What follows belongs to an exercise in optimizing a design on an open flow for small area, a short achievable clock period and few clock cycles per item; a production flow would make more cautious choices.

==> build 89 <==
// geofence
module geofence (clk, reset, X, Y, valid, is_inside);
input clk;
input reset;
input [9:0] X;
input [9:0] Y;
output valid;
output is_inside;
reg  [3:0] cnt;       
reg  [9:0] px, py;
reg  [9:0] dmx, dmy_n, rmx_n, rmy, lmx_n, lmy;
reg        dsx, dsy, rsx, rsy, lsx, lsy;    
reg        in_flag;
wire [10:0] ex = {1'b0, X} - {1'b0, px};
wire [10:0] ey = {1'b0, Y} - {1'b0, py};
wire        nx = ex[10], ny = ey[10];
wire [9:0]  ox, oy;
assign ox[0] = 1'b0;
assign oy[0] = 1'b0;
genvar j;
generate
    for (j = 1; j < 10; j = j + 1) begin : g_abs
        assign ox[j] = ox[j-1] | ex[j-1];
        assign oy[j] = oy[j-1] | ey[j-1];
    end
endgenerate
wire        zx = ~(ox[9] | ex[9]), zy = ~(oy[9] | ey[9]);    
always @(posedge clk) begin
    dmx <= ex[9:0] ^ ({10{nx}} & ox);
    dmy_n <= ~(ey[9:0] ^ ({10{ny}} & oy));
    dsx <= nx | (zx & ny);
    dsy <= ny | (zy & ~nx);
end
wire tie = ~dsy;
wire npa, nql;
wire pa = ~npa, ql = ~nql;
cross_pos u_a (.usx(rsx), .unx(rmx_n), .usy(rsy), .umy(rmy),
               .wsx(dsx), .wmx(dmx), .wsy(dsy), .nwy(dmy_n), .tie(tie), .npos(npa));
cross_pos u_b (.usx(lsx), .unx(lmx_n), .usy(lsy), .umy(lmy),
               .wsx(dsx), .wmx(dmx), .wsy(dsy), .nwy(dmy_n), .tie(tie), .npos(nql));
wire pb = ~ql;        
always @(posedge clk or posedge reset) begin
    if (reset)            cnt <= 4'd0;
    else if (cnt[3])      cnt <= 4'd0;
    else                  cnt <= cnt + 4'd1;
end
wire first = (cnt == 4'd2);
always @(posedge clk) begin
    if (cnt == 4'd0) begin
        px <= X;
        py <= Y;
    end
    if (first || (!pa && pb)) begin
        rmx_n <= ~dmx; rsx <= dsx; rmy <= ~dmy_n; rsy <= dsy;
    end
    if (first || (pa && !pb)) begin
        lmx_n <= ~dmx; lsx <= dsx; lmy <= ~dmy_n; lsy <= dsy;
    end
  ...
==> module geofence, before the edit <==
module geofence (clk, reset, X, Y, valid, is_inside);
input clk;
input reset;
input [9:0] X;
input [9:0] Y;
output valid;
output is_inside;
reg  [3:0] cnt;       
reg  [9:0] px, py;
reg  [9:0] dmx, dmy_n, rmx_n, rmy, lmx_n, lmy;
reg        dsx, dsy, rsx, rsy, lsx, lsy;    
reg        in_flag;
wire [10:0] ex = {1'b0, X} - {1'b0, px};
wire [10:0] ey = {1'b0, Y} - {1'b0, py};
wire        nx = ex[10], ny = ey[10];
wire [9:0]  ox, oy;
assign ox[0] = 1'b0;
assign oy[0] = 1'b0;
genvar j;
generate
    for (j = 1; j < 10; j = j + 1) begin : g_abs
        assign ox[j] = ox[j-1] | ex[j-1];
        assign oy[j] = oy[j-1] | ey[j-1];
    end
endgenerate
wire        zx = ~(ox[9] | ex[9]), zy = ~(oy[9] | ey[9]);    
always @(posedge clk) begin
    dmx <= ex[9:0] ^ ({10{nx}} & ox);
    dmy_n <= ~(ey[9:0] ^ ({10{ny}} & oy));
    dsx <= nx | (zx & ny);
    dsy <= ny | (zy & ~nx);
end
wire tie = ~dsy;
wire npa, nql;
wire pa = ~npa, ql = ~nql;
cross_pos u_a (.usx(rsx), .unx(rmx_n), .usy(rsy), .umy(rmy),
               .wsx(dsx), .wmx(dmx), .wsy(dsy), .nwy(dmy_n), .tie(tie), .npos(npa));
cross_pos u_b (.usx(lsx), .unx(lmx_n), .usy(lsy), .umy(lmy),
               .wsx(dsx), .wmx(dmx), .wsy(dsy), .nwy(dmy_n), .tie(tie), .npos(nql));
wire pb = ~ql;        
always @(posedge clk or posedge reset) begin
    if (reset)            cnt <= 4'd0;
    else if (cnt[3])      cnt <= 4'd0;
    else                  cnt <= cnt + 4'd1;
end
wire first = (cnt == 4'd2);
always @(posedge clk) begin
    if (cnt == 4'd0) begin
        px <= X;
        py <= Y;
    end
    if (first || (!pa && pb)) begin
        rmx_n <= ~dmx; rsx <= dsx; rmy <= ~dmy_n; rsy <= dsy;
    end
    if (first || (pa && !pb)) begin
        lmx_n <= ~dmx; lsx <= dsx; lmy <= ~dmy_n; lsy <= dsy;
    end
    if (first)                          in_flag <= 1'b0;
    else if (!pa && !pb)               in_flag <= 1'b1;
end
assign valid = cnt[3];
assign is_inside = in_flag;
endmodule
==> flow/config.mk <==
export PLATFORM = sky130hd
export DESIGN_NAME = geofence
export DESIGN_NICKNAME = geofence
export VERILOG_FILES = /design/flow/design.v
export SDC_FILE = /design/flow/constraint.sdc
export NUM_CORES = 4
export LEC_CHECK = 0
export ABC_CLOCK_PERIOD_IN_PS = 4000
export CAP_MARGIN = 20
export CORE_MARGIN = 2
export CORE_UTILIZATION = 40
export SLEW_MARGIN = 20
export SYNTH_HIERARCHICAL = 1
==> flow/constraint.sdc <==
create_clock -name core_clock -period 12.0 [get_ports {clk}]
set_input_delay 2.4000 -clock core_clock [delete_from_list [all_inputs] [get_ports {clk}]]
set_output_delay 2.4000 -clock core_clock [all_outputs]
set_load 0.01 [all_outputs]
standard.sh (not shown) runs the stock make flow with config.mk's settings and CLKGATE_MAP_FILE= SYNTH_SCRIPT=/design/flow/synth_recipe.tcl, a recipe that flattens the netlist after the stock synthesis.
==> flow/flow/run.sh <==
#!/bin/bash
set -euo pipefail
bash standard.sh SETUP_SLACK_MARGIN=6.25 finish > standard.log 2>&1
==> inputs of build 91, as changes to build 89 <==
--- a/flow/design.v
+++ b/flow/design.v
@@ -13,6 +13,7 @@
 wire [10:0] ex = {1'b0, X} - {1'b0, px};
 wire [10:0] ey = {1'b0, Y} - {1'b0, py};
 wire        nx = ex[10], ny = ey[10];
+wire        zx = (X == px), zy = (Y == py);
 wire [9:0]  ox, oy;
 assign ox[0] = 1'b0;
 assign oy[0] = 1'b0;
@@ -23,7 +24,6 @@
         assign oy[j] = oy[j-1] | ey[j-1];
     end
 endgenerate
-wire        zx = ~(ox[9] | ex[9]), zy = ~(oy[9] | ey[9]);    
 always @(posedge clk) begin
     dmx <= ex[9:0] ^ ({10{nx}} & ox);
     dmy_n <= ~(ey[9:0] ^ ({10{ny}} & oy));
==> summary.txt <==
result of the run finished clean; Detail Placement HPWL 25.7 mm; grt met1 use 27.3%; insertion delay of the later-clocked pin in the worst-skew pair 0.34 ns; PnR worst setup slack 6.34 ns; clock network share of area 1.82%; R2R setup slack 6.34 ns
the above is filed under build 91

==> summary.txt <==
result of the run finished clean; clock network share of area 1.83%; insertion delay of the later-clocked pin in the worst-skew pair 0.35 ns; PnR worst setup slack 6.41 ns
the above is filed under build 89

No run of this note included a check of the RTL's function; only the layout flow was run.

-- re-timing with driven ports --
The results above use ideal ports. As a check the final layouts listed here were re-extracted and re-timed, cells and wires unchanged.
Step 1, drivers: a clkbuf_16 drives clk and a buf_2 each remaining input, both assumed.
Step 2 adds t to the input delays and takes it off the output delays; t is the mean of the earliest and latest rising clock arrival at the registers after step 1. Input paths then give back, and output paths get back, about the clock's delay inside the block.
Slacks: no drivers / after step 1 / after step 2; pairs: no drivers / after step 1.
run	shift t [ns]	setup WS [ns]	clock arrival spread, ns	worst register clock-pin slew, ns	worst data-port slew with drivers (ns)
build 89	0.385	6.407 / 6.407 / 6.407	0.009 / 0.009	0.07 / 0.07	0.03
build 91	0.377	6.340 / 6.340 / 6.340	0.006 / 0.007	0.07 / 0.07	0.03
After both steps every run listed still meets setup and hold.
